Source: an optimization exercise on an open RTL-to-GDS flow (aim: small area). Production flows keep margins and buffers that such runs may drop.
Function was checked by simulation only, so behaviour that the tests miss may differ from the original.
No activity file was given, so power comes from the tool's default toggle rates.

==> design/flow/design.v <==
module LED_shining (
input clk,
input rst_n,
output led1,
output led2,
output tick_kb,         
output [5:0] jcnt,
output c1s_zero,        
output c1s_last         
);
reg [8:0] i;
reg [5:0] j;
reg [3:0] k;
wire i_end = (i == 9'd299);
wire j_end = (j == 6'd39);
always @(posedge clk or negedge rst_n) begin
  if (!rst_n) begin
    i <= 9'd0; j <= 6'd0; k <= 4'd0;
  end else begin
    i <= i_end ? 9'd0 : i + 9'd1;
    if (i_end) begin
      j <= j_end ? 6'd0 : j + 6'd1;
      if (j_end) k <= (k == 4'd9) ? 4'd0 : k + 4'd1;
    end
  end
end
wire clkdiv = (j >= 6'd20);
assign led1 = clkdiv;
assign led2 = ~clkdiv;
assign tick_kb = i_end;
assign jcnt = j;
assign c1s_zero = (k == 4'd0) && (j == 6'd0) && (i == 9'd0);
assign c1s_last = (k == 4'd7) && j_end && i_end;
endmodule
module baud # (
		parameter				BPS_PARA = 1250
	)(
		input					clk,
		input					rst_n,
		input					bps_en,
		output	reg		bps_clk
	);
reg				[4:0]	cnt;
always @ (posedge clk or negedge rst_n) begin
	if(!rst_n)
		cnt <= 1'b0;
	else if((cnt >= BPS_PARA-1)||(!bps_en))
		cnt <= 1'b0;
	else
		cnt <= cnt + 1'b1;
end
always @(*)
	bps_clk = (cnt == (BPS_PARA>>1) + 1);
endmodule
module uart_rx(
		input					clk,			 
		input					rst_n,			
		output	reg		bps_en,			
		input					bps_clk,		
		input					uart_rx,		 
		output	reg		rx_data_valid,	
		output	reg		[7:0]	rx_data_out		
	);	
reg	uart_rx0,uart_rx1,uart_rx2;	
always @ (posedge clk) begin
	uart_rx0 <= uart_rx;
	uart_rx1 <= uart_rx0;
	uart_rx2 <= uart_rx1;
end
wire	neg_uart_rx = uart_rx2 & ~uart_rx1;	
reg				[3:0]	num;			
always @ (posedge clk or negedge rst_n) begin
	if(!rst_n)
		bps_en <= 1'b0;
	else if(neg_uart_rx && (!bps_en))	 
		bps_en <= 1'b1;		
	else if(num==4'd9)		             
		bps_en <= 1'b0;			
end
reg				[7:0]	rx_data;
always @ (posedge clk or negedge rst_n) begin
	if(!rst_n) begin
		num <= 4'd0;
		rx_data <= 8'd0;
	end else if(bps_en) begin	
		if(bps_clk) begin			
			num <= num + 1'b1;
			if(num<=4'd8) rx_data[num-1] <= uart_rx1;  
		end else if(num == 4'd9) begin		           
			num <= 4'd0;				
		end
	end else begin
		num <= 4'd0;
	end
end
always @ (posedge clk or negedge rst_n) begin
	if(!rst_n) begin
		rx_data_out <= 8'd0;
		rx_data_valid <= 1'b0;
	end else if(num == 4'd9) begin	
		rx_data_out <= rx_data;
		rx_data_valid <= 1'b1;
	end else begin
		rx_data_out <= rx_data_out;
		rx_data_valid <= 1'b0;
	end
end
endmodule
module uart_tx(
		input					clk,				 
		input					rst_n,			
		output	reg		bps_en,			
		input					bps_clk,			
		input					tx_data_valid,	
		input			[7:0]	tx_data_in,		
		output	reg		uart_tx			 
	);
reg				[3:0]	num;
reg					tx_is65;
wire	[9:0]	tx_data_r = {1'b1, 1'b0, 1'b1, 4'b0000, ~tx_is65, tx_is65, 1'b0};	
always @ (posedge clk or negedge rst_n) begin
	if(!rst_n) begin
		bps_en <= 1'b0;
		tx_is65 <= 1'b0;
	end else if(tx_data_valid && (!bps_en))begin	
		bps_en <= 1'b1;		
		tx_is65 <= tx_data_in[0];	
	end else if(num==4'd10) begin	
		bps_en <= 1'b0;		 
	end
end
always @ (posedge clk or negedge rst_n) begin
	if(!rst_n) begin
		num <= 1'b0;
		uart_tx <= 1'b1;
	end else if(bps_en) begin
		if(bps_clk) begin
			num <= num + 1'b1;
			uart_tx <= tx_data_r[num];
		end else if(num>=4'd10) 
			num <= 4'd0;	
	end
end
endmodule
module uart_bus #(
		parameter				BPS_PARA = 20  	 
	)(
		input					clk,			 
		input					rst_n,			
		input					uart_rx,		 
		output				rx_data_valid,	
		output	[7:0]		rx_data_out,		
		input					tx_data_valid,	
		input			[7:0]	tx_data_in,		
		output				uart_tx			 
);	
wire					bps_en_rx,bps_clk_rx;
baud #(
		.BPS_PARA(BPS_PARA)
	)baud_rx(	
		.clk(clk),				 
		.rst_n(rst_n),			
		.bps_en(bps_en_rx),	
		.bps_clk(bps_clk_rx)	
	);
uart_rx uart_rx_uut(
		.clk(clk),							 
		.rst_n(rst_n),						
		.bps_en(bps_en_rx),				
		.bps_clk(bps_clk_rx),			
		.uart_rx(uart_rx),				 
		.rx_data_valid(rx_data_valid),
		.rx_data_out(rx_data_out)		
	);
wire					bps_en_tx,bps_clk_tx;
baud # (
		.BPS_PARA				(BPS_PARA		)
	) baud_tx(
		.clk(clk),				 
		.rst_n(rst_n),			
		.bps_en(bps_en_tx),	
		.bps_clk(bps_clk_tx)	
	);
uart_tx uart_tx_uut(
		.clk(clk),							 
		.rst_n(rst_n),						
		.bps_en(bps_en_tx),				
		.bps_clk(bps_clk_tx),			
		.tx_data_valid(tx_data_valid),
		.tx_data_in(tx_data_in),		
		.uart_tx(uart_tx)					 
	);
endmodule
module pwm #(
		parameter	WIDTH = 32	 
	)
	(
		input					clk,
		input					rst_n,
		input	[WIDTH-1:0]	cycle,	 
		input	[WIDTH-1:0]	duty,		 
		output	reg		pwm_out
);
reg	[WIDTH-1:0]	cnt;
always @(posedge clk or negedge rst_n)
	if(!rst_n) 
		cnt <= 1'b1;
	else if(cnt >= cycle) 
		cnt <= 1'b1;
	else 
		cnt <= cnt + 1'b1;
always @(posedge clk or negedge rst_n)
	if(!rst_n) 
		pwm_out <= 1'b1;
	else if(cnt < duty) 
		pwm_out <= 1'b1;
	else 
		pwm_out <= 1'b0;
endmodule
module music_to_tone
(
input			[4:0]	choose,
output	reg		[15:0]	cycle
);
always@(*) begin
	case(choose)
        5'd0: cycle = 16'd0; 
		5'd1: cycle = 16'd45872;	 
		5'd2: cycle = 16'd40858;	 
		5'd3: cycle = 16'd36408;	 
		5'd4: cycle = 16'd34364;	 
		5'd5: cycle = 16'd30612;	 
		5'd6: cycle = 16'd27273;	 
		5'd7: cycle = 16'd24296;	 
		5'd8: cycle = 16'd22931;	 
		5'd9: cycle = 16'd20432;	 
		5'd10: cycle = 16'd18201;	 
		5'd11: cycle = 16'd17180;	 
		5'd12: cycle = 16'd15306;	 
		5'd13: cycle = 16'd13636;	 
		5'd14: cycle = 16'd12148;	 
		5'd15: cycle = 16'd11478;	 
		5'd16: cycle = 16'd10215;	 
        5'd17: cycle = 16'd9105;	 
		5'd18: cycle = 16'd8596;	 
        5'd19: cycle = 16'd7654;	 
		5'd20: cycle = 16'd6819;	 
        5'd21: cycle = 16'd6073;	 
		default:  cycle = 16'd0;		 
	endcase
end
endmodule
module electric_piano(
		input				clk,
		input				rst_n,
		output reg  [6:0]	addr,
		input    [4:0]	 data,
		input 	songs_choose,
		input	c1s_zero,       
		input	c1s_last,       
		output			beeper
	);
wire [15:0]	cycle;
reg	 [4:0]	note_c;
reg no_flag;
music_to_tone u2(
		.choose(note_c),
		.cycle(cycle)
);
pwm #(
		.WIDTH(16)
	) u3(
		.clk(clk),
		.rst_n(rst_n),
		.cycle(cycle),
		.duty(cycle>>1),
		.pwm_out(beeper)
);
reg songs_temp;
always @(posedge clk or negedge rst_n)
	if(!rst_n)
		songs_temp <= 1'b0;
	else
		songs_temp <= songs_choose;
always @(posedge clk or negedge rst_n)
	if(!rst_n)
		note_c <= 5'd0;
	else if(no_flag)
		note_c <= data;
	else
		note_c <= 5'd0;
wire last = c1s_last;
reg [6:0] addr_nxt;
always @(*)
	if(songs_temp != songs_choose)
		addr_nxt = songs_choose ? 7'd48 : 7'd0;
	else if(addr == 7'd47 && !songs_choose && last)
		addr_nxt = 7'd0;
	else if(addr == 7'd83 && songs_choose && last)
		addr_nxt = 7'd48;
	else if(last)
		addr_nxt = addr + 7'd1;
	else
		addr_nxt = addr;
always @(posedge clk or negedge rst_n)
	if(!rst_n)
		addr <= 7'd0;
	else
		addr <= addr_nxt;
always @(posedge clk or negedge rst_n)
	if(!rst_n)
		no_flag <= 1'b0;
	else if(c1s_zero)
		no_flag <= 1'b1;
	else if(last)
		no_flag <= 1'b0;
endmodule
module music_store_ram (
    input            clk,
    input            rst_n,
    input      [6:0] addra,
    input      [4:0] dina,
    input            dina_new,     
    input            W_EN,
    input      [6:0] addrb,
    output     [4:0] doutb
);
reg [6:0] ph;
always @(posedge clk)
    ph <= (ph >= 7'd82) ? 7'd0 : ph + 7'd1;
reg  [5*83-1:0] sr;
wire [4:0] rout = sr[5*83-1 -: 5];
wire [6:0] am1  = addra - 7'd1;
wire       cmt  = (ph == addra) || (ph == am1 && addra != 7'd0 && !dina_new);
wire [4:0] rin  = cmt ? dina : rout;
always @(posedge clk)
    sr <= {sr[5*82-1:0], rin};
reg [4:0] M0, M48, M;
always @(posedge clk) begin
    if (W_EN && addra == 7'd0)  M0  <= dina;
    if (W_EN && addra == 7'd48) M48 <= dina;
    if (addrb == 7'd0)
        M <= M0;
    else if (addrb == 7'd48)
        M <= M48;
    else if (W_EN && addra == addrb)
        M <= dina;
    else if (ph == ((addrb == 7'd83) ? 7'd82 : addrb))
        M <= rin;
end
reg W_EN_d;
always @(posedge clk or negedge rst_n) begin
    if (!rst_n)
        W_EN_d <= 1'b1;
    else
        W_EN_d <= W_EN;
end
assign doutb = W_EN_d ? 5'd0 : M;
endmodule
module array_keyboard #
(
	parameter			CNT_200HZ = 600
)
(
	input					clk,
	input					rst_n,
	input			[3:0]	col,
	input					tick_kb,
	input			[5:0]	jcnt,
	output reg	[3:0]	row,
	output		[2:0]	key_out,
	output reg			key_pulse
);
	wire			tick_200hz = tick_kb;
	wire			clk_200hz = jcnt[0];
	wire			fall_200hz = tick_200hz & clk_200hz;
	wire	[2:0]	jp1 = jcnt[2:0] + 3'd1;
	wire	[1:0]	c_state = jp1[2:1];
	always @(*)
		case (c_state)
			2'd0: row = 4'b1110;
			2'd1: row = 4'b1101;
			2'd2: row = 4'b1011;
			default: row = 4'b0111;
		endcase
	reg	[15:0]	nkey,nkey_r,nkout;
	assign key_out = ~nkout[2:0];
	wire [3:0] nkout_g = c_state == 2'd0 ? nkout[ 3: 0] :
	                     c_state == 2'd1 ? nkout[ 7: 4] :
	                     c_state == 2'd2 ? nkout[11: 8] : nkout[15:12];
	wire [3:0] nkey_g  = c_state == 2'd0 ? nkey[ 3: 0] :
	                     c_state == 2'd1 ? nkey[ 7: 4] :
	                     c_state == 2'd2 ? nkey[11: 8] : nkey[15:12];
	wire [3:0] nkeyr_g = c_state == 2'd0 ? nkey_r[ 3: 0] :
	                     c_state == 2'd1 ? nkey_r[ 7: 4] :
	                     c_state == 2'd2 ? nkey_r[11: 8] : nkey_r[15:12];
	always@(posedge clk or negedge rst_n) begin
		if(!rst_n) begin
			nkout <= 16'h0000; nkey_r <= 16'h0000; nkey <= 16'h0000;
		end else if(fall_200hz) begin
			case(c_state)
				2'd0: begin nkout[ 3: 0] <= nkey_r[ 3: 0]&nkey[ 3: 0]; nkey_r[ 3: 0] <= nkey[ 3: 0]; nkey[ 3: 0] <= ~col; end
				2'd1: begin nkout[ 7: 4] <= nkey_r[ 7: 4]&nkey[ 7: 4]; nkey_r[ 7: 4] <= nkey[ 7: 4]; nkey[ 7: 4] <= ~col; end
				2'd2: begin nkout[11: 8] <= nkey_r[11: 8]&nkey[11: 8]; nkey_r[11: 8] <= nkey[11: 8]; nkey[11: 8] <= ~col; end
				2'd3: begin nkout[15:12] <= nkey_r[15:12]&nkey[15:12]; nkey_r[15:12] <= nkey[15:12]; nkey[15:12] <= ~col; end
			endcase
		end
	end
	always@(posedge clk or negedge rst_n)
		if(!rst_n)
			key_pulse <= 1'b0;
		else
			key_pulse <= fall_200hz && |(~nkout_g & nkeyr_g & nkey_g);
endmodule
module In_Out_Handle (input				clk,
                      input				rst_n,
                      input		[3:0]	col,
                      output	 [3:0]	row,
                      input         uart_rx,
                      output        uart_tx,
                      output	reg				rx_data_valid_temp,
                      output	wire	[7:0]	rx_data_out_temp,
                      input					    tx_data_valid_temp,
                      input			    [7:0]	tx_data_in_temp,
                      output led_song,
                      input tick_kb,
                      input [5:0] jcnt,
                      input c1s_zero,
                      input c1s_last,
                      output			beeper);
    wire rx_data_valid;
    wire [7:0]	rx_data_out;
    reg tx_data_valid;
    reg tx_is65;
    wire [7:0] tx_data_in = tx_is65 ? 8'd65 : 8'd66;
    reg tx_data_valid_here;
    wire tx_data_in_here;               
    reg rx_data_valid_here;
    reg [4:0] rx_data_out_here;
    reg songs_choose;
    assign led_song = songs_choose;
    reg [6:0] rx_addr_in_index;
    assign rx_data_out_temp = rx_data_out;
    wire [6:0] addr_out_index;
    wire [4:0] out_data;
    reg W_EN;
    reg finished_music_RX;
    reg back_music_RX;
    reg switch_pulse;
    wire [2:0] key_out;
    wire       key_pulse;
    array_keyboard u1(
    .clk(clk),
    .rst_n(rst_n),
    .col(col),
    .tick_kb(tick_kb),
    .jcnt(jcnt),
    .row(row),
    .key_out(key_out),
    .key_pulse(key_pulse)
    );
reg [1:0]switch_counters;
always @ (posedge clk or negedge rst_n)
    if (!rst_n)
        switch_counters <= 0;
    else if(switch_pulse==1'b1)
        switch_counters <= switch_counters +1'd1;
    else if(switch_counters == 2'd2)
        switch_counters <= 0;
always @ (posedge clk or negedge rst_n)
    if (!rst_n)  begin
        songs_choose <= 1'b0;
        switch_pulse <= 1'b0;
    end
    else if(!key_out[0] && key_pulse)
        songs_choose <= 1'b1 ;
    else if(!key_out[1]  && key_pulse)
        songs_choose <= 1'b0 ;
    else if(!key_out[2] && key_pulse)
        switch_pulse <= 1'b1;
    else if(switch_counters==2'd1)
        switch_pulse <= 1'b0;
    uart_bus u2(
    .clk(clk),
    .rst_n(rst_n),
    .uart_rx(uart_rx),
    .rx_data_valid(rx_data_valid),
    .rx_data_out(rx_data_out),
    .tx_data_valid(tx_data_valid),
    .tx_data_in(tx_data_in),
    .uart_tx(uart_tx)
    );
    electric_piano u_electric_piano(
    .clk(clk),
    .rst_n(rst_n),
    .addr(addr_out_index),
    .data(out_data),
    .songs_choose(songs_choose),
    .c1s_zero(c1s_zero),
    .c1s_last(c1s_last),
    .beeper(beeper)
    );
    music_store_ram u_music_store_ram(
    .clk(clk),
    .rst_n(rst_n),
    .addra(rx_addr_in_index),
    .dina(rx_data_out_here),
    .dina_new(rx_data_valid_here),
    .W_EN(W_EN),
    .addrb(addr_out_index),
    .doutb(out_data)
    );
always @ (posedge clk or negedge rst_n)
    if (!rst_n)  begin
      rx_data_valid_temp <= 0;
      rx_data_out_here <= 0;
      rx_data_valid_here <=0;
    end
    else if(W_EN) begin
         rx_data_out_here <= rx_data_out[4:0];
         rx_data_valid_here <= rx_data_valid;
         rx_data_valid_temp <= 0;
    end
    else begin
        rx_data_valid_temp <= rx_data_valid;
        rx_data_valid_here <= 0;
    end
always @ (posedge clk or negedge rst_n)
    if (!rst_n)  begin
         tx_data_valid <= 1'b0;
         tx_is65 <= 1'b0;
    end
    else if(switch_pulse) begin
         tx_data_valid<= 1'b1;
         tx_is65 <= 1'b0;
    end
    else if(!W_EN) begin
         tx_data_valid<= tx_data_valid_temp;
         tx_is65 <= 1'b1;
    end
    else begin
         tx_data_valid<= tx_data_valid_here;
         tx_is65 <= 1'b0;
    end
always @ (posedge clk or negedge rst_n)
    if (!rst_n)   begin
        W_EN <= 1'b1;
        tx_data_valid_here <= 1'b0;
    end
    else if(back_music_RX) begin
        W_EN <= 1'b0;
        tx_data_valid_here <= 1'b0;
      end
    else if(finished_music_RX) begin
        tx_data_valid_here <= 1'b1;
    end
assign tx_data_in_here = back_music_RX;
always @ (posedge clk or negedge rst_n)
    if (!rst_n)
        back_music_RX <= 1'b0;
    else if(finished_music_RX)
        back_music_RX <= 1'b1;
always @ (posedge clk or negedge rst_n)
    if (!rst_n)  begin
        rx_addr_in_index <= 7'd0;
        finished_music_RX          <= 1'b0;
    end
    else if (rx_addr_in_index == 7'd83)
        finished_music_RX          <= 1'b1;
    else if (rx_data_valid_here)
        rx_addr_in_index <= rx_addr_in_index + 7'd1;
endmodule
module row_ram (
    input            clk,
    input            rst_n,
    input            we,
    input      [8:0] p,
    input            p_chg,
    input      [7:0] x,
    input      [8:0] r,
    input            r_inc,
    output reg [7:0] doutb
);
reg  [5:0] ph;
always @(posedge clk)
    ph <= ph + 6'd1;
wire [7:0] rout [0:7];
wire [7:0] rin  [0:7];
wire       cmt;
wire [2:0] cseg;
wire [7:0] cdat;
genvar g;
generate
    for (g = 0; g < 7; g = g + 1) begin : seg
        reg [8*64-1:0] sr;
        always @(posedge clk)
            sr <= {sr[8*63-1:0], rin[g]};
        assign rout[g] = sr[8*64-1 -: 8];
        assign rin[g]  = (cmt && cseg == g) ? cdat : rout[g];
    end
endgenerate
reg [8*32-1:0] sr7;
always @(posedge clk)
    sr7 <= {sr7[8*31-1:0], rin[7]};
assign rout[7] = sr7[8*32-1 -: 8];
assign rin[7]  = (cmt && cseg == 3'd7) ? cdat : rout[7];
function at_end;
    input [8:0] a;
    input [5:0] ph_;
    at_end = (a[8:6] == 3'd7) ? (a[4:0] == ph_[4:0]) : (a[5:0] == ph_);
endfunction
reg lv;
reg       o1v, o2v;
reg [8:0] o1a, o2a;
reg [7:0] o1d, o2d;
wire push   = p_chg && (lv || we);
wire o1hit  = o1v && (o1a == p);
wire o2hit  = o2v && (o2a == p);
wire c1     = o1v && at_end(o1a, ph);
wire c2     = o2v && at_end(o2a, ph) && !c1;
assign cmt  = c1 || c2;
assign cseg = c1 ? o1a[8:6] : o2a[8:6];
assign cdat = c1 ? o1d : o2d;
wire put1 = push && (o1hit || (!o2hit && !o1v));
wire put2 = push && !put1 && (o2hit || !o2v);
always @(posedge clk or negedge rst_n)
    if (!rst_n) begin
        lv  <= 1'b0;
        o1v <= 1'b0;
        o2v <= 1'b0;
    end else begin
        lv  <= p_chg ? 1'b0 : (lv || we);
        o1v <= put1 ? 1'b1 : (c1 ? 1'b0 : o1v);
        o2v <= put2 ? 1'b1 : (c2 ? 1'b0 : o2v);
    end
always @(posedge clk) begin
    if (put1) begin o1a <= p; o1d <= x; end
    if (put2) begin o2a <= p; o2d <= x; end
end
wire [8:0] q = r + 9'd1;
wire [7:0] qmerged = (lv && p == q)        ? x   :
                     (o1v && o1a == q)     ? o1d :
                     (o2v && o2a == q)     ? o2d : rout[q[8:6]];
wire wq = we && (p == q);
reg [7:0] Z, C, N;
always @(posedge clk) begin
    if (we && p == 9'd0) Z <= x;
    if (wq) N <= x;
    else if (at_end(q, ph)) N <= qmerged;
    if (r_inc) C <= wq ? x : N;
    else if (we && p == r) C <= x;
    if (!we) doutb <= (r == 9'd0) ? Z : C;
end
endmodule
module uart_to_ram (input wire clk_12m,
                    input wire clk,
                    input wire rst_n,
                    input	wire				rx_data_valid,
                    input	wire		[7:0]	rx_data_out,
                    input wire [8:0] addr_out_index,
                    input wire addr_out_inc,
                    input	wire show_row_done,
                    output	reg				tx_data_valid,
                    output	wire	[7:0]	tx_data_out,
                    output wire [7:0] out_data,
                    output reg [8:0] col_pos,
                    output reg W_EN,
                    output reg row_finished_flag);
    parameter SIZE_WIDTH_MAX = 9'd479;
    reg [8:0] addr_in_index;
    reg [8:0]  length_index;
    assign tx_data_out = 8'd65;
    reg show_row_done_flag;
    reg show_row_done_flag2;
    always @ (posedge clk_12m or negedge rst_n) begin
        if (!rst_n)
            length_index <= 9'd0;
        else if (length_index == 9'd480)
            length_index <= 9'd0;
        else if (rx_data_valid == 1'b1)
            length_index <= length_index + 9'd1;
    end
    wire at_max = (addr_in_index == SIZE_WIDTH_MAX);
    wire addr_chg = show_row_done_flag ? (addr_in_index != 9'd0) : (!at_max && rx_data_valid);
    always @ (posedge clk_12m or negedge rst_n)
        if (!rst_n)  begin
            addr_in_index <= 9'd0;
            W_EN          <= 1'b0;
        end
        else if (show_row_done_flag)
            addr_in_index <= 9'd0;
        else if (at_max)
            W_EN <= 1'b0;
        else if (rx_data_valid) begin
            addr_in_index <= addr_in_index + 9'd1;
            W_EN          <= 1'b1;
        end
    always @ (posedge clk or negedge rst_n)
        if (!rst_n)
            row_finished_flag <= 1'b0;
        else
            row_finished_flag <= (length_index == 9'd480);
    always @ (posedge clk or negedge rst_n)
        if (!rst_n)  begin
            col_pos            <= 9'd0;
            show_row_done_flag <= 1'd0;
        end
        else if (col_pos == 9'd320)
            col_pos <= 0;
        else if (show_row_done) begin
            col_pos <= col_pos + 9'd1;
            show_row_done_flag <= 1'd1;
        end
        else if (show_row_done_flag2)
            show_row_done_flag <= 1'd0;
    always @ (posedge clk_12m or negedge rst_n)
        if (!rst_n)  begin
            tx_data_valid       <= 1'b0;
            show_row_done_flag2 <= 1'b0;
        end
        else if (show_row_done_flag == 1'b1) begin
            tx_data_valid       <= 1'b1;
            show_row_done_flag2 <= 1'b1;
        end
        else begin
            tx_data_valid       <= 1'b0;
            show_row_done_flag2 <= 1'b0;
        end
    row_ram u_row_ram
    (.clk(clk),
    .rst_n(rst_n),
    .we(W_EN | rx_data_valid),
    .p(addr_in_index),
    .p_chg(addr_chg),
    .x(rx_data_out),
    .r(addr_out_index),
    .r_inc(addr_out_inc),
    .doutb(out_data)
    );
endmodule
module  lcd_write
(
    input   wire            sys_clk_50MHz       ,
    input   wire            sys_rst_n           ,
    input   wire    [8:0]   data                ,
    input   wire            en_write            ,
    output  reg             wr_done             ,
    output  wire            cs                  ,
    output  wire            dc                  ,
    output  reg             sclk                ,
    output  reg             mosi                
);
parameter CPOL = 1'b0;  
parameter CPHA = 1'b0;  
parameter DELAY_TIME = 3'd4;  
parameter CNT_SCLK_MAX = 4'd4;  
parameter STATE0 = 2'd0;
parameter STATE1 = 2'd1;
parameter STATE2 = 2'd2;
parameter DONE   = 2'd3;
reg     [1:0]   state;
reg     [2:0]   cnt_delay;
reg     [3:0]   cnt1;
reg     [2:0]   cnt_sclk;
reg             sclk_flag;
reg             state2_finish_flag;
always@(posedge sys_clk_50MHz or negedge sys_rst_n)
    if(!sys_rst_n)
        state <= STATE0;
    else
        case(state)
            STATE0 : state <= (en_write) ? STATE1 : STATE0; 
            STATE1 : state <= (cnt_delay == DELAY_TIME) ? STATE2 : STATE1; 
            STATE2 : state <= (state2_finish_flag) ? DONE : STATE2;
            DONE   : state <= STATE0;
        endcase
always@(posedge sys_clk_50MHz or negedge sys_rst_n)
    if(!sys_rst_n)
        cnt_delay <= 'd0;
    else if(state ==  DONE)
        cnt_delay <= 'd0;
    else if(state == STATE1 && cnt_delay < DELAY_TIME)
        cnt_delay <= cnt_delay + 1'b1;
    else
        cnt_delay <= 'd0;
always@(posedge sys_clk_50MHz or negedge sys_rst_n)
    if(!sys_rst_n)
        cnt1 <= 'd0;
    else if(state == STATE1)
        cnt1 <= 'd0;
    else if(state == STATE2 && cnt_sclk == CNT_SCLK_MAX)
        cnt1 <= cnt1 + 1'b1;
always@(posedge sys_clk_50MHz or negedge sys_rst_n)
    if(!sys_rst_n)
        cnt_sclk <= 'd0;
    else if(cnt_sclk == CNT_SCLK_MAX)
        cnt_sclk <= 'd0;
    else if(state == STATE2 && cnt_sclk < CNT_SCLK_MAX)
        cnt_sclk <= cnt_sclk + 1'b1;
always@(posedge sys_clk_50MHz or negedge sys_rst_n)
    if(!sys_rst_n)
        sclk_flag <= 1'b0;
    else if(CPHA == 1'b1 && state == STATE1 && (cnt_delay == DELAY_TIME - 1'b1))
        sclk_flag <= 1'b1;
    else if(cnt_sclk == CNT_SCLK_MAX - 1'b1)
        sclk_flag <= 1'b1;
    else
        sclk_flag <= 1'b0;
always@(posedge sys_clk_50MHz or negedge sys_rst_n)
    if(!sys_rst_n)
        state2_finish_flag <= 1'b0;
    else if(cnt1 == 'd15 && (cnt_sclk == CNT_SCLK_MAX - 1'b1))
        state2_finish_flag <= 1'b1;
    else
        state2_finish_flag <= 1'b0;
always@(posedge sys_clk_50MHz or negedge sys_rst_n)
    if(!sys_rst_n)
        sclk <= 1'b0;
    else if(CPOL == 1'b1 && state == STATE0)
        sclk <= 1'b1;
    else if(CPOL == 1'b0 && state == STATE0)
        sclk <= 1'b0;
    else if(sclk_flag)   
        sclk <= ~sclk;
    else
        sclk <= sclk;
always@(posedge sys_clk_50MHz or negedge sys_rst_n)
    if(!sys_rst_n)
        mosi <= 1'b0;
    else if(state == STATE0)
        mosi <= 1'b0;
    else if(state == STATE1 && cnt_delay == CNT_SCLK_MAX)
        mosi <= data[7];
    else if(state == STATE2 && sclk_flag)
        case(cnt1)
            1 : mosi <= data[6];
            3 : mosi <= data[5];
            5 : mosi <= data[4];
            7 : mosi <= data[3];
            9 : mosi <= data[2];
            11: mosi <= data[1];
            13: mosi <= data[0];
            15: mosi <= 1'b0;
            default: mosi <= mosi;
        endcase
    else 
        mosi <= mosi;
always@(posedge sys_clk_50MHz or negedge sys_rst_n)
    if(!sys_rst_n)
        wr_done <= 1'b0;
    else if(state == DONE)
        wr_done <= 1'b1;
    else
        wr_done <= 1'b0;
assign cs = (state == STATE2) ? 1'b0 : 1'b1;
assign dc = data[8]; 
endmodule
module  control
(
    input   wire             sys_clk_50MHz       ,   
    input   wire             sys_rst_n           ,
    input   wire     [8:0]   init_data           ,
    input   wire             en_write_init       ,
    input   wire             init_done           ,
    input   wire     [8:0]   show_pic_data      ,
    input   wire             en_write_show_pic  ,
	input   wire				  show_pic_done,
    output reg [8:0]col_pos,
	 output  reg             show_pic_flag      ,
    output  reg      [8:0]   data                ,
    output  reg              en_write      
);
reg     [1:0]   cnt1;
always@(posedge sys_clk_50MHz or negedge sys_rst_n)
    if(!sys_rst_n)
        col_pos <= 9'd0;
    else if(show_pic_done && col_pos< 9'd319)
        col_pos <=col_pos+9'd1;
    else 
        col_pos <=col_pos;
always@(posedge sys_clk_50MHz or negedge sys_rst_n)
    if(!sys_rst_n)
        data <= 'd0;
    else if(init_done == 1'b0)
        data <= init_data;
    else if(init_done == 1'b1)
        data <= show_pic_data;
    else
        data <= data;
always@(posedge sys_clk_50MHz or negedge sys_rst_n)
    if(!sys_rst_n)
        en_write <= 'd0;
    else if(init_done == 1'b0)
        en_write <= en_write_init ;
    else if(init_done == 1'b1)
        en_write <= en_write_show_pic;
    else
        en_write <= en_write;
always@(posedge sys_clk_50MHz or negedge sys_rst_n)
    if(!sys_rst_n)
        cnt1 <= 'd0;
    else if(show_pic_flag)
        cnt1 <= 'd0;
    else if(init_done && cnt1 < 'd3)
        cnt1 <= cnt1 + 1'b1;
    else
        cnt1 <= cnt1;
always@(posedge sys_clk_50MHz or negedge sys_rst_n)
    if(!sys_rst_n)
        show_pic_flag <= 1'b0;
    else if(cnt1 == 'd2 || show_pic_done)
        show_pic_flag <= 1'b1;
    else
        show_pic_flag <= 1'b0;        
endmodule
module lcd_init
 #( 
     parameter   TIME100MS    = 23'd5_000,   
                 TIME150MS    = 23'd7_500,   
                 TIME120MS    = 23'd6_000,   
                 TIMES4MAX    = 18'd493 ,   
                 DATA_IDLE    = 9'b0_0000_0000
 )
(
    input   wire            sys_clk_50MHz ,
    input   wire            sys_rst_n     ,
    input   wire            wr_done       ,
    output  reg             lcd_rst       ,
    output  reg     [8:0]   init_data     ,
    output  wire            en_write      ,
    output  wire            init_done
);
parameter   WHITE   = 16'hFFFF,
            BLACK   = 16'h0000,	  
            BLUE    = 16'h001F,  
            BRED    = 16'hF81F,
            GRED 	= 16'hFFE0,
            GBLUE	= 16'h07FF,
            RED     = 16'hF800,
            MAGENTA = 16'hF81F,
            GREEN   = 16'h07E0,
            CYAN    = 16'h7FFF,
            YELLOW  = 16'hFFE0,
            BROWN 	= 16'hBC40, 
            BRRED 	= 16'hFC07, 
            GRAY  	= 16'h8430; 
reg [2:0]   state;
parameter   S0_DELAY100MS         = 3'd0, 
            S1_DELAY50MS          = 3'd1,
            S2_WR_90              = 3'd2,
            S3_DELAY120MS         = 3'd3,
            S4_WR_DIRECTION_CLEAR = 3'd4,
            DONE                  = 3'd5;
reg [12:0]  cnt_150ms;
reg         lcd_rst_high_flag;
wire [5:0]  cnt_s2_num = cnt_150ms[5:0];
reg         cnt_s2_num_done; 
wire [8:0]  cnt_s4_num = cnt_150ms[8:0];
reg         cnt_s4_num_done;   
always@(posedge sys_clk_50MHz or negedge sys_rst_n)
    if(!sys_rst_n)
        state <= S0_DELAY100MS;
    else
        case(state)
            S0_DELAY100MS:
                state <= (cnt_150ms == TIME100MS) ? S1_DELAY50MS : S0_DELAY100MS;
            S1_DELAY50MS:
                state <= (cnt_150ms == TIME150MS) ? S2_WR_90 : S1_DELAY50MS;
            S2_WR_90:
                state <= (cnt_s2_num_done) ? S3_DELAY120MS : S2_WR_90;
            S3_DELAY120MS:
                state <= (cnt_150ms == TIME120MS) ? S4_WR_DIRECTION_CLEAR : S3_DELAY120MS; 
            S4_WR_DIRECTION_CLEAR:
                state <= (cnt_s4_num_done) ? DONE : S4_WR_DIRECTION_CLEAR;
            DONE:
                state <= DONE;
            default:
                state <= S0_DELAY100MS;
        endcase
always@(posedge sys_clk_50MHz or negedge sys_rst_n)
    if(!sys_rst_n)
        cnt_150ms <= 13'd0;
    else case(state)
        S0_DELAY100MS:         cnt_150ms <= cnt_150ms + 1'b1;
        S1_DELAY50MS:          cnt_150ms <= (cnt_150ms == TIME150MS) ? 13'd0 : cnt_150ms + 1'b1;
        S2_WR_90:              cnt_150ms <= cnt_s2_num_done ? 13'd0 : (wr_done ? cnt_150ms + 1'b1 : cnt_150ms);
        S3_DELAY120MS:         cnt_150ms <= (cnt_150ms == TIME120MS) ? 13'd0 : cnt_150ms + 1'b1;
        S4_WR_DIRECTION_CLEAR: cnt_150ms <= wr_done ? cnt_150ms + 1'b1 : cnt_150ms;
        default:               cnt_150ms <= 13'd0;
    endcase
always@(posedge sys_clk_50MHz or negedge sys_rst_n)
    if(!sys_rst_n)
        lcd_rst_high_flag <= 1'b0;
    else if(state == S0_DELAY100MS && (cnt_150ms == TIME100MS - 1'b1))
        lcd_rst_high_flag <= 1'b1;
    else
        lcd_rst_high_flag <= 1'b0;
always@(posedge sys_clk_50MHz or negedge sys_rst_n)
    if(!sys_rst_n)
        lcd_rst <= 1'b0;
    else if(lcd_rst_high_flag)
        lcd_rst <= 1'b1;
    else
        lcd_rst <= lcd_rst;
always@(posedge sys_clk_50MHz or negedge sys_rst_n)
    if(!sys_rst_n)
        cnt_s2_num_done <= 1'b0;
    else if(state == S2_WR_90 && cnt_s2_num == 7'd57 && wr_done == 1'b1)
        cnt_s2_num_done <= 1'b1;
    else
        cnt_s2_num_done <= 1'b0;
always@(posedge sys_clk_50MHz or negedge sys_rst_n)
    if(!sys_rst_n)
        init_data <= DATA_IDLE;
    else if(state == S2_WR_90)
        case(cnt_s2_num)     
				7'd0:  init_data <= 9'h011 ;
            7'd1:  init_data <= 9'h036 ;
				7'd2:  init_data <= 9'h100 ;
            7'd3 :  init_data <= 9'h03a ; 
            7'd4 :  init_data <= 9'h105 ;                        
            7'd5 :  init_data <= 9'h0b2 ;                        
            7'd6 :  init_data <= 9'h10c ;                        
            7'd7 :  init_data <= 9'h10c ;  
            7'd8 :  init_data <= 9'h100 ;                        
            7'd9 :  init_data <= 9'h133 ;                        
            7'd10 :  init_data <= 9'h133 ;                        
            7'd11 :  init_data <= 9'h0b7 ;                        
            7'd12 :  init_data <= 9'h135 ;  
            7'd13:  init_data <= 9'h0bb ;                        
            7'd14:  init_data <= 9'h132 ;                        
            7'd15:  init_data <= 9'h0c2 ;                        
            7'd16:  init_data <= 9'h101 ;  
            7'd17:  init_data <= 9'h0c3 ;                        
            7'd18:  init_data <= 9'h115 ;                        
            7'd19:  init_data <= 9'h0c4 ;                        
            7'd20:  init_data <= 9'h120 ;                        
            7'd21:  init_data <= 9'h0c6 ;                        
            7'd22:  init_data <= 9'h10f ;	
            7'd23:  init_data <= 9'h0d0 ;                        
            7'd24:  init_data <= 9'h1a4 ;  
            7'd25:  init_data <= 9'h1a1 ;                        
            7'd26:  init_data <= 9'h0e0 ;                        
            7'd27:  init_data <= 9'h1d0 ;  
            7'd28:  init_data <= 9'h108 ;                        
            7'd29:  init_data <= 9'h10e ;  
            7'd30:  init_data <= 9'h109 ;                        
            7'd31:  init_data <= 9'h109 ;  
            7'd32:  init_data <= 9'h105 ;                        
            7'd33:  init_data <= 9'h131 ;                        
            7'd34:  init_data <= 9'h133 ;  
            7'd35:  init_data <= 9'h148 ;                        
            7'd36:  init_data <= 9'h117 ;  
            7'd37:  init_data <= 9'h114 ;                        
            7'd38:  init_data <= 9'h115 ;				
            7'd39:  init_data <= 9'h131 ;                        
            7'd40:  init_data <= 9'h134 ;  
            7'd41:  init_data <= 9'h0e1 ;                        
            7'd42:  init_data <= 9'h1d0 ;                        
            7'd43:  init_data <= 9'h108 ;  
            7'd44:  init_data <= 9'h10e ;                        
            7'd45:  init_data <= 9'h109 ;                        
            7'd46:  init_data <= 9'h109 ;  
            7'd47:  init_data <= 9'h115 ;                        
            7'd48:  init_data <= 9'h131 ;  
            7'd49:  init_data <= 9'h133 ;                        
            7'd50:  init_data <= 9'h148 ;  
            7'd51:  init_data <= 9'h117 ;                        
            7'd52:  init_data <= 9'h114 ;                        
            7'd53:  init_data <= 9'h115 ;                        
            7'd54:  init_data <= 9'h131 ;                        
            7'd55:  init_data <= 9'h134 ;                        
            7'd56:  init_data <= 9'h021 ;                        
            7'd57:  init_data <= 9'h029 ;
            default: init_data <= DATA_IDLE;
        endcase
    else if(state == S4_WR_DIRECTION_CLEAR)
        case(cnt_s4_num)
            'd0 :  init_data <= 9'h029;
            'd1 :  init_data <= 9'h036;
            'd2 :  init_data <= 9'h100;
            'd3 :  init_data <= 9'h02a;
            'd4 :  init_data <= 9'h100;
            'd5 :  init_data <= 9'h100;
            'd6 :  init_data <= 9'h100;
            'd7 :  init_data <= 9'h1ef;
            'd8 :  init_data <= 9'h02b;
            'd9 :  init_data <= 9'h100;
            'd10:  init_data <= 9'h100;
            'd11:  init_data <= 9'h101;
            'd12:  init_data <= 9'h13f;
            'd13:  init_data <= 9'h02c;
            default : 
                if(cnt_s4_num >= 'd14 && cnt_s4_num[0] == 0)
                    init_data <= {1'b1,WHITE[15:8]};
                else if(cnt_s4_num >= 'd14 && cnt_s4_num[0] == 1)
                    init_data <= {1'b1,WHITE[7:0]};
                else
                    init_data <= DATA_IDLE;
        endcase
    else
        init_data <= DATA_IDLE;
always@(posedge sys_clk_50MHz or negedge sys_rst_n)
    if(!sys_rst_n)
        cnt_s4_num_done <= 1'b0;
    else if(state == S4_WR_DIRECTION_CLEAR && cnt_s4_num == TIMES4MAX && wr_done == 1'b1)
        cnt_s4_num_done <= 1'b1;
    else
        cnt_s4_num_done <= 1'b0;  
assign en_write = (state == S2_WR_90 || state == S4_WR_DIRECTION_CLEAR) ? 1'b1 : 1'b0;      
assign init_done = (state == DONE) ? 1'b1 : 1'b0;        
endmodule
module lcd_show_row (input wire sys_clk,
                     input wire sys_rst_n,
                     input wire wr_done,
                     input wire show_pic_flag,        
                     input wire [8:0] col_pos,
                     input wire [7:0] rom_q,
                     output wire [8:0] rom_addr,
                     output wire rom_inc,
                     output wire [8:0] show_pic_data, 
                     output wire show_pic_done,
                     output wire en_write_show_pic);
    parameter SIZE_WIDTH_MAX  = 9'd479;
    parameter SIZE_LENGTH_MAX = 9'd319;
    parameter STATE0 = 2'd0;
    parameter STATE1 = 2'd1;
    parameter STATE2 = 2'd2;
    parameter DONE   = 2'd3;
    reg  [1:0] state;
    reg          the1_wr_done;
    reg  [3:0] cnt_set_windows;
    reg          state1_finish_flag;
    reg  [2:0] cnt_rom_prepare;
    reg  [15:0] temp;
    reg          length_num_flag;
    reg  [8:0] cnt_length_num;
    reg  [9:0] cnt_wr_color_data;
    reg  [8:0] data;
    wire         state2_finish_flag;
    reg [8:0] col_pos_temp;
    always @(*)
        col_pos_temp <= col_pos+1'b1;
    always @(posedge sys_clk or negedge sys_rst_n)
        if (!sys_rst_n) state <= STATE0;
        else
        case (state)
            STATE0: state <= (show_pic_flag) ? STATE1 : STATE0;
            STATE1: state <= (state1_finish_flag) ? STATE2 : STATE1;
            STATE2: state <= (state2_finish_flag) ? DONE : STATE2;
            DONE:   state <= STATE0;
        endcase
        always @(posedge sys_clk or negedge sys_rst_n)
            if (!sys_rst_n) the1_wr_done   <= 1'b0;
            else if (wr_done) the1_wr_done <= 1'b1;
            else the1_wr_done              <= 1'b0;
    always @(posedge sys_clk or negedge sys_rst_n)
        if (!sys_rst_n) cnt_set_windows <= 'd0;
        else if (state == STATE1 && the1_wr_done) cnt_set_windows <= cnt_set_windows + 1'b1;
        else cnt_set_windows <= cnt_set_windows;
    always @(posedge sys_clk or negedge sys_rst_n)
        if (!sys_rst_n) state1_finish_flag <= 1'b0;
        else if (cnt_set_windows == 'd10 && the1_wr_done) state1_finish_flag <= 1'b1;
        else state1_finish_flag <= 1'b0;
    reg en_state2_flag;
    always@(posedge sys_clk or negedge sys_rst_n)
        if (!sys_rst_n)  en_state2_flag <= 1'b0;
        else if (state == STATE2) en_state2_flag<= 1'b1;
        else if (state == DONE) en_state2_flag<= 1'b0;
        else en_state2_flag <= en_state2_flag;
    reg [8:0] rom_data_index;
    assign rom_addr = rom_data_index;
    assign rom_inc  = state == STATE2 && the1_wr_done && rom_data_index < SIZE_WIDTH_MAX;
    always @(posedge sys_clk or negedge sys_rst_n)
        if (!sys_rst_n) rom_data_index <= 0;
        else if (state == STATE0)  rom_data_index <= 0;
        else if (state == STATE2 && the1_wr_done && rom_data_index < SIZE_WIDTH_MAX)  rom_data_index <= rom_data_index+1'b1;
        else  rom_data_index <= rom_data_index;
    always @(posedge sys_clk)
        temp <= {temp[7:0],rom_q};
    always@(posedge sys_clk or negedge sys_rst_n)
        if (!sys_rst_n)
            length_num_flag <= 1'b0;
            else if (
            state == STATE2 &&
            rom_data_index == SIZE_WIDTH_MAX &&
            the1_wr_done
            )
            length_num_flag <= 1'b1;
        else
            length_num_flag <= 1'b0;
    always @(posedge sys_clk or negedge sys_rst_n)
        if (!sys_rst_n) data <= 9'h000;
        else if (state == STATE1)
        case (cnt_set_windows)
            0: data       <= 9'h02A;
            1: data       <= {1'b1, 8'h00};
            2: data       <= {1'b1, 8'h00};
            3: data       <= {1'b1, 8'h00};
            4: data       <= {1'b1, 8'hef};   
            5: data       <= 9'h02B;
            6: data       <= {1'b1, 7'h00,col_pos[8]};
            7: data       <= {1'b1, col_pos[7:0]};
            8: data       <= {1'b1, 7'h00,col_pos_temp[8]};
            9: data       <= {1'b1, col_pos_temp[7:0]};   
            10: data      <= 9'h02C;
            default: data <= 9'h000;
        endcase
        else if (state == STATE2)
        data <= {1'b1,temp[15:8]};
    else data <= data;
    assign state2_finish_flag = (
    (
    (rom_data_index == SIZE_WIDTH_MAX)
    ) &&
    length_num_flag
    ) ? 1'b1 : 1'b0;
    assign show_pic_data     = data;
    assign en_write_show_pic = (state == STATE1 || en_state2_flag) ? 1'b1 : 1'b0;
    assign show_pic_done     = (state == DONE) ? 1'b1 : 1'b0;
endmodule
module  picture_display
(
    input           	clk			,
    input               clk_50MHz,
    input           	rst_n		   ,
    input               rx_data_valid,
    input               [7:0]	rx_data_out,
    output              tx_data_valid,
    output               [7:0]	tx_data_in,
    output          	lcd_rst     ,
	output				lcd_blk		,
    output          	lcd_dc      ,
    output          	lcd_sclk    ,
    output          	lcd_mosi    ,
    output          	lcd_cs      
);
wire    [8:0]   data;   
wire            en_write;
wire            wr_done; 
wire    [8:0]   init_data;
wire            en_write_init;
wire            init_done;
wire            en_size            ;
wire            show_pic_flag     ;
wire    [6:0]   ascii_num          ;
wire    [8:0]   start_x            ;
wire    [8:0]   start_y            ;
wire    [8:0]   show_pic_data     ;
wire            en_write_show_pic  ;
wire            show_char_done     ;  
wire     [8:0]  rom_addr;
wire    [7:0]   rom_q; 
wire show_pic_done;
wire rom_inc;
wire [8:0]col_pos;
assign			lcd_blk = 1'b1;
wire W_EN;
wire row_finished_flag;
lcd_write  lcd_write_inst
(
    .sys_clk_50MHz(clk_50MHz	  ),
    .sys_rst_n    (rst_n  		  ),
    .data         (data         ),
    .en_write     (en_write     ),
    .wr_done      (wr_done      ),
    .cs           (lcd_cs       ),
    .dc           (lcd_dc       ),
    .sclk         (lcd_sclk     ),
    .mosi         (lcd_mosi     )
);
control  control_inst
(
    .sys_clk_50MHz          (clk_50MHz 	       ), 
    .sys_rst_n              (rst_n		          ),
    .init_data              (init_data           ),
    .en_write_init          (en_write_init       ),
    .init_done              (init_done           ),
    .show_pic_data         (show_pic_data      ),
    .en_write_show_pic     (en_write_show_pic  ),
    .show_pic_done   (show_pic_done),
	.show_pic_flag	      (show_pic_flag     ),
    .data                   (data                ),
    .en_write               (en_write            )
);
lcd_init  lcd_init_inst
(
    .sys_clk_50MHz(clk_50MHz		),
    .sys_rst_n    (rst_n	     ),
    .wr_done      (wr_done      ),
    .lcd_rst      (lcd_rst      ),
    .init_data    (init_data    ),
    .en_write     (en_write_init),
    .init_done    (init_done    )
);
reg show_temp;
always@(posedge clk or negedge rst_n)
    if(!rst_n)
        show_temp <= 1'b0;
    else if(show_pic_flag)
        show_temp <= 1'b1;
    else if(row_finished_flag)
        show_temp <= 1'b0;
    else
    show_temp <=show_temp;
lcd_show_row u_lcd_show_row
(
    .sys_clk			(clk_50MHz    ),
    .sys_rst_n        	(rst_n        ),
    .wr_done          	(wr_done      ),
    .show_pic_flag    	(show_temp && row_finished_flag), 
	.col_pos  (col_pos),
	.rom_addr	 		(rom_addr), 
	.rom_inc			(rom_inc),
	.rom_q				(rom_q),
	.show_pic_data    	(show_pic_data     ),   
    .en_write_show_pic  (en_write_show_pic ),
    .show_pic_done   (show_pic_done)  
);
uart_to_ram  u_uart_to_ram
(
    .clk_12m(clk),
    .clk(clk_50MHz),
    .rst_n(rst_n),
    .rx_data_valid(rx_data_valid),
    .rx_data_out(rx_data_out),
    .addr_out_index(rom_addr),
    .addr_out_inc(rom_inc),
    .show_row_done(show_pic_done),
    .tx_data_valid(tx_data_valid),
    .tx_data_out(tx_data_in),
    .out_data(rom_q),
    .col_pos(col_pos),
    .W_EN(W_EN),
    .row_finished_flag(row_finished_flag)
                   );
endmodule
module top (
input clk_12m,       
input rst_n,     
output led1,     
output led2,      
output          	lcd_rst     ,
output				lcd_blk		,
output          	lcd_dc      ,
output          	lcd_sclk    ,
output          	lcd_mosi    ,
output          	lcd_cs   ,
input				uart_rx,		 
output				uart_tx,
input		[3:0]	col,
output	    [3:0]	row,
output led_song,
output			    beeper
);
wire  clk_48m = clk_12m;
wire tick_kb, c1s_zero, c1s_last;
wire [5:0] jcnt;
LED_shining  u_LED_shining (
    .clk                     ( clk_12m     ),
    .rst_n                   ( rst_n   ),
    .led1                    ( led1  ),
    .led2                    (     ),
    .tick_kb                 ( tick_kb ),
    .jcnt                    ( jcnt ),
    .c1s_zero                ( c1s_zero ),
    .c1s_last                ( c1s_last )
);
assign led2 = led1;
wire rx_data_valid;
wire [7:0]	rx_data_out;
wire tx_data_valid;
wire [7:0]	tx_data_in;
picture_display u_picture_display(
    .clk		( clk_12m)	,
    .clk_50MHz ( clk_48m)	,
    .rst_n		 (rst_n)  ,
    .rx_data_valid(rx_data_valid),
    .rx_data_out(rx_data_out),
    .tx_data_valid(tx_data_valid),
    .tx_data_in(tx_data_in),
    .lcd_rst     (lcd_rst),
	.lcd_blk	(lcd_blk)	,
    .lcd_dc      (lcd_dc),
    .lcd_sclk    (lcd_sclk),
    .lcd_mosi    (lcd_mosi),
    .lcd_cs  (lcd_cs)
);
In_Out_Handle  u_In_Out_Handle(
    .clk(clk_12m),
    .rst_n(rst_n),
    .col(col),
    .row(row),
    .uart_rx(uart_rx),
    .uart_tx(uart_tx),
    .rx_data_valid_temp(rx_data_valid),
    .rx_data_out_temp(rx_data_out),
    .tx_data_valid_temp(tx_data_valid),
    .tx_data_in_temp(tx_data_in),
    .led_song(led_song),
    .tick_kb(tick_kb),
    .jcnt(jcnt),
    .c1s_zero(c1s_zero),
    .c1s_last(c1s_last),
    .beeper(beeper)
);
endmodule
==> design/flow/flow/run.sh <==
#!/bin/bash
set -euo pipefail
export CTS_ARGS="-sink_clustering_enable -repair_clock_nets -sink_clustering_size 29 -sink_clustering_max_diameter 60 -buf_list sky130_fd_sc_hd__clkbuf_16 -dont_use_dummy_load"
bash standard.sh > standard.log 2>&1
==> design/flow/standard.sh <==
#!/bin/bash
# synth_recipe.tcl (not shown) runs the flow's synth.tcl, then flattens the netlist and writes it again
# the make line also repeats each setting of config.mk as NAME=value (left out here)
make -C /OpenROAD-flow-scripts/flow DESIGN_CONFIG=/design/flow/config.mk WORK_HOME=/design/flow/orfs CLKGATE_MAP_FILE= SYNTH_SCRIPT=/design/flow/synth_recipe.tcl "${@:-finish}"
==> design/flow/config.mk <==
export PLATFORM = sky130hd
export DESIGN_NAME = top
export DESIGN_NICKNAME = top
export VERILOG_FILES = /design/flow/design.v
export SDC_FILE = /design/flow/constraint.sdc
export NUM_CORES = 4
export LEC_CHECK = 0
export CAP_MARGIN = 20
export CORE_MARGIN = 2
export CORE_UTILIZATION = 70
export PLACE_DENSITY = 0.85
export SLEW_MARGIN = 20
==> design/flow/constraint.sdc <==
create_clock -name core_clock -period 10.0 [get_ports {clk_12m}]
set_input_delay 2.0000 -clock core_clock [delete_from_list [all_inputs] [get_ports {clk_12m}]]
set_output_delay 2.0000 -clock core_clock [all_outputs]
set_load 0.01 [all_outputs]
==> flow_metrics.py, run 1 <==
metrics = {
    "detailed_routing": {
        "detail-route-antenna-nets": 0,
        "routed_via_density": 5.25,
        "routed-via-count": 46300,
        "first_pass_iters": 6,
        "initialDrtViolationCount": 3730,
        "wl_mm": 211,
        "wl_per_cell_um": 24.0,
        "drc": 0,
    },
    "critical_path": {
        "crit_path_max_fanout": 6,
        "cp.arrival_ns": 2.55,
        "crit_slowest_cell": "clkdlybuf4s50_1",
        "critPathMaxStageDelay_ns": 0.54,
        "cp_cell_sequence": "ha_1 > xnor2_1 > nand2_1 > clkdlybuf4s50_1",
        "path_class": "reg2out",
        "critPathLaunchType": "flip-flop",
        "cp_data_required_time_ns": 8.00,
        "end_kind": "primary output",
        "critical_path.startpoint": "u_LED_shining.j[0]",
    },
    "floorplanning": {
        "initial_core_util_pct": 70.5,
        "num_rows": 144,
        "die_area_um2": 159000,
        "dieWidth_um": 398,
        "ios": 22,
        "fp.dieH_um": 398,
        "core_um2": 154000,
    },
    "clock_tree": {
        "cts_setup_buffers": 0,
        "clock_path_buffers": 3,
        "cts.sinks": 4653,
        "cts_hold_buffers": 0,
        "clk_pin_slew_worst_paths_ns": 0.10,
        "clk_latency_ns": 0.87,
        "cts_tree": "yes",
        "cts_resized": 0,
        "cts-htree-levels": 4,
        "root_buffer": "clkbuf_16",
        "cts_buffers": 193,
    },
    "cells_and_area": {
        "fin_area_um2": 116000,
        "finish.utilization_pct": 75.1,
        "drive_gt1_share_pct": 6.38,
        "ff_latch_area_um2": 95400,
        "nFillCells": 8093,
        "syn_to_final_growth_pct": 6.56,
        "multi_input_area_um2": 12500,
        "layout.nets": 6872,
        "finalNonFillerCells": 8806,
    },
    "power_and_ir_drop": {
        "peakVddDrop_mv": 0.256,
        "cellLeakagePower_nw": 46.6,
        "p_per_area_nw_per_um2": 238,
    },
    "outcome": {
        "status": "no timing/DRC/antenna violations",
    },
    "sta": {
        "final_hold_viol_count": 0,
        "max_freq_mhz": 220,
        "whs_ns": 0.265,
        "setup_viol_count_final": 0,
        "relSlewSlack_pct": 23.2,
        "period_needed_ns": 4.55,
        "drv_slew": 0,
        "period_share_pct": 45.5,
        "worst_pin_slew_ns": 1.15,
        "tns_ns": 0,
        "rsz0062_at_grt": "false",
        "skew_ns": 0.133,
    },
    "place": {
        "dp.cells": 8611,
        "port_buffers": 20,
        "placed_area_um2": 111000,
        "routabilityCongestion": 0.824,
        "hpwl_mm": 117,
    },
    "synthesis": {
        "syn_avg_cell_area_um2": 16.3,
        "syn_area_um2": 109000,
        "synth_edf_count": 81,
        "ys_ff_latch": 4653,
        "netlist-cell-type-count": 98,
        "postSynthCellCount": 6675,
        "synth_nets": 6785,
        "synth-seq-area-share_pct": 87.7,
        "synthArstFlopShare_pct": 6.13,
        "yosys_warnings": 17,
        "synth_flop_cell": "dfxtp_1",
    },
    "global_route": {
        "grt_max_degree": 88,
        "grt_first_pass_wirelength_mm": 317,
        "grt.total_usage_pct": 27.1,
        "grt-ovfl-total": 0,
        "antenna_found_initial": 18,
        "grt_pass1_vias": 50000,
    },
    "run": {
        "cap_violations": 0,
    },
    "hold_path": {
        "hp-class": "reg2reg",
    },
}
area by class of cell:
class	instances	area share (%)
inverter	90	0.292
clock buffer	193	4.17
tap	2044	2.21
multi-input combinational	1794	10.8
timing repair buffer	30	0.245
sequential	4653	82.3
antenna	2	0.00432
state kept, by name (all words and copies together) (netlist names), 13 cells and up, named ones only:
| register | cells |
|---|---|
| u_picture_display.u_uart_to_ram.u_row_ram.sr7 | 256 |
| u_In_Out_Handle.u_electric_piano.u3.cnt | 16 |
| u_picture_display.lcd_init_inst.cnt_150ms | 13 |
| u_In_Out_Handle.u1.nkout | 16 |
| u_In_Out_Handle.u1.nkey_r | 16 |
| u_picture_display.u_lcd_show_row.temp | 16 |
| u_In_Out_Handle.u1.nkey | 16 |
| u_picture_display.u_uart_to_ram.u_row_ram.seg.sr | 3584 |
| u_In_Out_Handle.u_music_store_ram.sr | 415 |
layout by cell type, fill, tap and decap left out, drive strengths merged, types with 14 or more instances in the layout:
cell and n:
nor4 29, inv 86, o211ai 25, a31oi 22, o31ai 14, nand3b 18, clkdlybuf4s50 19, ha 103
edfxtp 81, dfxtp 4287, o22ai 20, mux2 160, o21ai 149, a21oi 124, nand2 262, nor3 62
nand2b 26, a21o 20, xnor2 114, nand4 47, and2 24, nor2b 28, clkbuf 193, nand3 79
xor2 68, and3 23, or3 22, nor2 166, dfrtp 280, a211oi 18
per-stage QoR:
stage / setup slack [ns] / power, mW
6_report: 5.45 / 27.6
5_1_grt: 5.29 / 28.3
4_1_cts: 5.39 / 27.7
3_5_place_dp: 5.73 / 19.2
3_3_place_gp: 5.80 / 19.2
2_1_floorplan: 6.38 / 19.2
critical path, delay by kind of cell (launching register included):
family	cells	cell delay (ns)
DFF	1	0.43
adders and majority gates	1	0.28
xor gates and xnor gates	1	0.35
and+or+nand+nor	1	0.20
buffers and inverters	1	0.54
cell families after synthesis:
logic type	count (synthesis)	synth area share, %
AO/OA/AOI/OAI	479	2.75
XOR/XNOR	186	1.56
adder cells (fa/ha/maj)	103	1.19
buffers and inverters	228	0.838
flip-flops	4653	87.7
multiplexers	181	1.99
other	1	0.00345
AND/OR/NAND/NOR	844	3.96
where the power goes:
part           switching, mW  internal [mW]
clock network           5.32           3.47
logic                  0.121         0.0725
registers             0.0217           18.6
path summary, 6_finish.rpt:
kind                       cells after the start                                        endpoint  slack (ns)
max reg2reg                                    8  u_picture_display.u_uart_to_ram.u_row_ram.N[5]        5.64
max in group asynchronous                      3    u_picture_display.u_uart_to_ram.u_row_ram.lv        6.73
min                                            0                                       flip-flop        0.26
min reg2reg                                    0                                       flip-flop        0.26
max                                            4                                          row[1]        5.45
min in group asynchronous                      1    u_picture_display.lcd_write_inst.cnt_sclk[1]        1.14
Yosys cell counts, drive strengths merged, types with 14 or more instances:
| cell | number | share of area (%) |
|---|---|---|
| dfxtp | 4287 | 79 |
| dfrtp | 280 | 6.4 |
| nand2 | 262 | 0.91 |
| nor2 | 166 | 0.63 |
| mux2 | 160 | 1.7 |
| o21ai | 149 | 0.69 |
| a21oi | 124 | 0.57 |
| clkbuf | 115 | 0.40 |
| xnor2 | 114 | 0.93 |
| ha | 103 | 1.2 |
| inv | 86 | 0.30 |
| edfxtp | 81 | 2.2 |
| nand3 | 79 | 0.39 |
| xor2 | 68 | 0.55 |
| nor3 | 62 | 0.29 |
| nand4 | 47 | 0.28 |
| nor4 | 29 | 0.20 |
| nor2b | 28 | 0.16 |
| nand2b | 26 | 0.15 |
| o211ai | 25 | 0.17 |
| and2 | 24 | 0.14 |
| and3 | 23 | 0.13 |
| buf | 23 | 0.13 |
| a31oi | 22 | 0.13 |
| or3 | 22 | 0.13 |
| a21o | 20 | 0.14 |
| o22ai | 20 | 0.12 |
| a211oi | 18 | 0.12 |
| nand3b | 18 | 0.12 |
| o31ai | 14 | 0.097 |
routing by layer:
| metal | up-vias | share of wire [%] | track usage, % |
|---|---|---|---|
| met1 | 22600 | 38 | 31.8 |
| met5 | - | 0.057 | 0 |
| met4 | 20 | 4.4 | 10.9 |
| met2 | 1408 | 53 | 48.9 |
| met3 | 610 | 4.6 | 5.02 |
| li1 | 21600 | - | - |
==> run 2: changes to the inputs <==
==> design/flow/flow/run.sh (replaced) <==
#!/bin/bash
set -euo pipefail
export CTS_ARGS="-sink_clustering_enable -repair_clock_nets -sink_clustering_size 28 -sink_clustering_max_diameter 60 -buf_list sky130_fd_sc_hd__clkbuf_16 -dont_use_dummy_load"
bash standard.sh > standard.log 2>&1
--- a/design/flow/config.mk
+++ b/design/flow/config.mk
@@ -7,2 +7,3 @@
 export LEC_CHECK = 0
+export ABC_AREA = 1
 export CAP_MARGIN = 20
==> flow_metrics.py, run 2 <==
metrics = {
    "outcome": {
        "status": "no timing/DRC/antenna violations",
    },
    "synthesis": {
        "ys_ff_latch": 4653,
        "synth_common_cells": "dfxtp_1, nand2_1, inv_1, dfrtp_1, nor2_1",
        "synth_area_leader_cell": "dfxtp_1",
        "synthArstFlopShare_pct": 6.13,
        "syn_area_um2": 108000,
        "synth_top_area_share_pct": 79.1,
        "synth-seq-area-share_pct": 88.0,
        "synth_most_common_cell": "dfxtp_1",
        "netlist-cell-type-count": 64,
        "syn_avg_cell_area_um2": 15.0,
        "synth_area_leaders": "dfxtp_1, dfrtp_1, nand2_1",
        "postSynthCellCount": 7239,
        "yosys_warnings": 17,
        "synth_edf_count": 81,
        "synth_flop_cell": "dfxtp_1",
        "synth_nets": 7349,
    },
    "cells_and_area": {
        "layout.nets": 7498,
        "drive_gt1_share_pct": 3.90,
        "layout_common_cells": "dfxtp_1, nand2_1, inv_1, dfrtp_1, nor2_1",
        "largest_reg_flops": 3584,
        "largestRegisters": "u_picture_display.u_uart_to_ram.u_row_ram.seg.sr (3584), u_In_Out_Handle.u_music_store_ram.sr (415), u_picture_display.u_uart_to_ram.u_row_ram.sr7 (256)",
        "syn_to_final_growth_pct": 6.88,
        "largest-register": "u_picture_display.u_uart_to_ram.u_row_ram.seg.sr",
        "finalNonFillerCells": 9442,
        "mostFrequentLayoutCell": "dfxtp_1",
    },
    "critical_path": {
        "cp_cell_sequence": "ha_1 > nand2_1 > inv_1 > nor2_1 > inv_1 > nor2_1 > inv_1 > clkdlybuf4s50_1",
        "critPathMaxStageDelay_ns": 0.49,
        "cp_data_required_time_ns": 8.00,
        "end_kind": "primary output",
        "path_class": "reg2out",
        "crit_path_max_fanout": 3,
        "crit_slowest_cell": "clkdlybuf4s50_1",
        "cp.arrival_ns": 2.64,
        "critPathLaunchType": "flip-flop",
        "worst_path_most_repeated_cell": "inv_1",
    },
    "global_route": {
        "grt_first_pass_wirelength_mm": 337,
        "grt-ovfl-total": 0,
        "grt_max_degree": 163,
        "antenna_found_initial": 22,
        "grt_pass1_vias": 52800,
        "grt.total_usage_pct": 29.0,
    },
    "detailed_routing": {
        "initialDrtViolationCount": 4756,
        "wl_met1_mm": 86.5,
        "met2_length_mm": 115,
        "met3_length_mm": 13.2,
        "routed.top_layer": "met5",
        "detail-route-antenna-nets": 0,
        "routed-via-count": 49900,
        "wl_per_cell_um": 23.8,
        "wl_mm": 225,
        "first_pass_iters": 10,
        "routed_via_density": 5.28,
        "drc": 0,
    },
    "sta": {
        "rsz0062_at_grt": "false",
        "skew_ns": 0.128,
        "max_freq_mhz": 216,
        "period_needed_ns": 4.64,
        "setup_viol_count_final": 0,
        "drv_slew": 0,
        "relSlewSlack_pct": 21.9,
        "worst_pin_slew_ns": 1.16,
        "final_hold_viol_count": 0,
        "period_share_pct": 46.4,
        "tns_ns": 0,
    },
    "clock_tree": {
        "root_buffer": "clkbuf_16",
        "cts_hold_buffers": 0,
        "cts_tree": "yes",
        "cts.sinks": 4653,
        "clk_pin_slew_worst_paths_ns": 0.10,
        "cts_setup_buffers": 0,
        "clk_latency_ns": 0.88,
        "cts-htree-levels": 4,
        "cts_buffers": 196,
        "cts_resized": 0,
        "clock_path_buffers": 3,
    },
    "power_and_ir_drop": {
        "peakVddDrop_mv": 0.248,
        "cellLeakagePower_nw": 47.8,
        "p_per_area_nw_per_um2": 239,
        "finalPower_mw": 27.7,
    },
    "floorplanning": {
        "dieWidth_um": 398,
        "fp.dieH_um": 398,
        "initial_core_util_pct": 70.4,
        "die_area_um2": 158000,
        "core_um2": 154000,
        "num_rows": 144,
        "ios": 22,
    },
    "place": {
        "routabilityCongestion": 0.849,
        "dp.cells": 9232,
        "hpwl_mm": 126,
        "port_buffers": 20,
    },
    "hold_path": {
        "hp-class": "reg2reg",
    },
    "run": {
        "cap_violations": 0,
    },
}
==> run 2: power breakdown <==
group	internal (mW)	total [mW]	switching (mW)
Clock	3.52	8.89	5.38
Sequential	18.6	18.6	0.0118
Combinational	0.0644	0.231	0.166
Total	22.2	27.7	5.56
==> run 2: final timing paths <==
kind | startpoint | to | slack, ns | cells past startpoint
worst max-delay path | u_LED_shining.j[1] | row[2] | 5.36 | 8
worst min-delay path | flip-flop | flip-flop | 0.28 | 0
worst max register to register | u_In_Out_Handle.u2.uart_rx_uut.num[0] | u_In_Out_Handle.u2.uart_rx_uut.rx_data[7] | 6.06 | 16
worst min register to register | flip-flop | flip-flop | 0.28 | 0
max in group asynchronous | rst_n | u_picture_display.u_uart_to_ram.col_pos[8] | 7.18 | 2
min in group asynchronous | rst_n | u_In_Out_Handle.u1.nkey_r[6] | 1.29 | 1
==> run 2: kinds of logic after synthesis <==
group	synth area share (%)
DFF	88.0
xor gates and xnor gates	0.736
muxes	0.266
and+or+nand+nor	6.06
other	0.00346
adders and majority gates	1.19
AOI/OAI and AO/OA	2.25
buffers and inverters	1.55
==> run 2: area by class of cell <==
type,instances,area [um2]
Timing Repair Buffer,27,278
Multi-Input combinational cell,2156,11400
Sequential cell,4653,95400
Tap cell,2044,2560
Clock buffer,196,4900
Inverter,354,1330
Fill cell,8076,38100
Antenna cell,12,30.0
==> run 2: critical path: cells and delay by family (launching register included) <==
family | cells | cell delay (ns)
buf+inv | 4 | 0.75
simple gates | 3 | 0.47
flops | 1 | 0.41
fa+ha+maj | 1 | 0.23
==> run 2: metal layers <==
| metal | GRT usage (%) | vias to the layer above |
|---|---|---|
| met3 | 5.89 | 775 |
| met2 | 50.8 | 1928 |
| met5 | 0.272 | - |
| met4 | 11.2 | 24 |
| met1 | 35.3 | 24100 |
| li1 | - | 23100 |
==> run 2: per-stage QoR <==
step                hold slack (ns)  setup WS (ns)  area (um2)  util (%)
floorplan                     0.310           6.86      108000         -
global placement              0.310           6.17      111000      72.0
detailed placement            0.312           6.22      111000      72.0
CTS                           0.274           5.32      116000      75.2
global route                  0.274           5.15      116000      75.2
finish                        0.284           5.36      116000      75.3

what the ideal ports hide:
Ports are ideal in the flow. The routed layouts listed here were re-timed in OpenROAD.
Step 1 sets driving cells, clkbuf_16 on the clock port and buf_2 on the other inputs (assumed; they add their load-dependent delay and slew).
Step 2, shift: input delay + t, output delay - t, t = (earliest + latest rising clock arrival at the registers) / 2. This alone moves slack from input paths to output paths.
Three values: ideal, step 1, step 2; two values: the first two.
run	shift t [ns]	setup WS [ns]	hold WS [ns]	worst register clock-pin slew, ns	pins driven straight from the clock port
run 1	0.885	5.454 / 5.371 / 5.639	0.265 / 0.265 / 0.265	0.11 / 0.11	1
run 2	0.924	5.361 / 5.265 / 6.064	0.284 / 0.284 / 0.284	0.13 / 0.13	1
After both steps setup and hold are still met in every run listed.
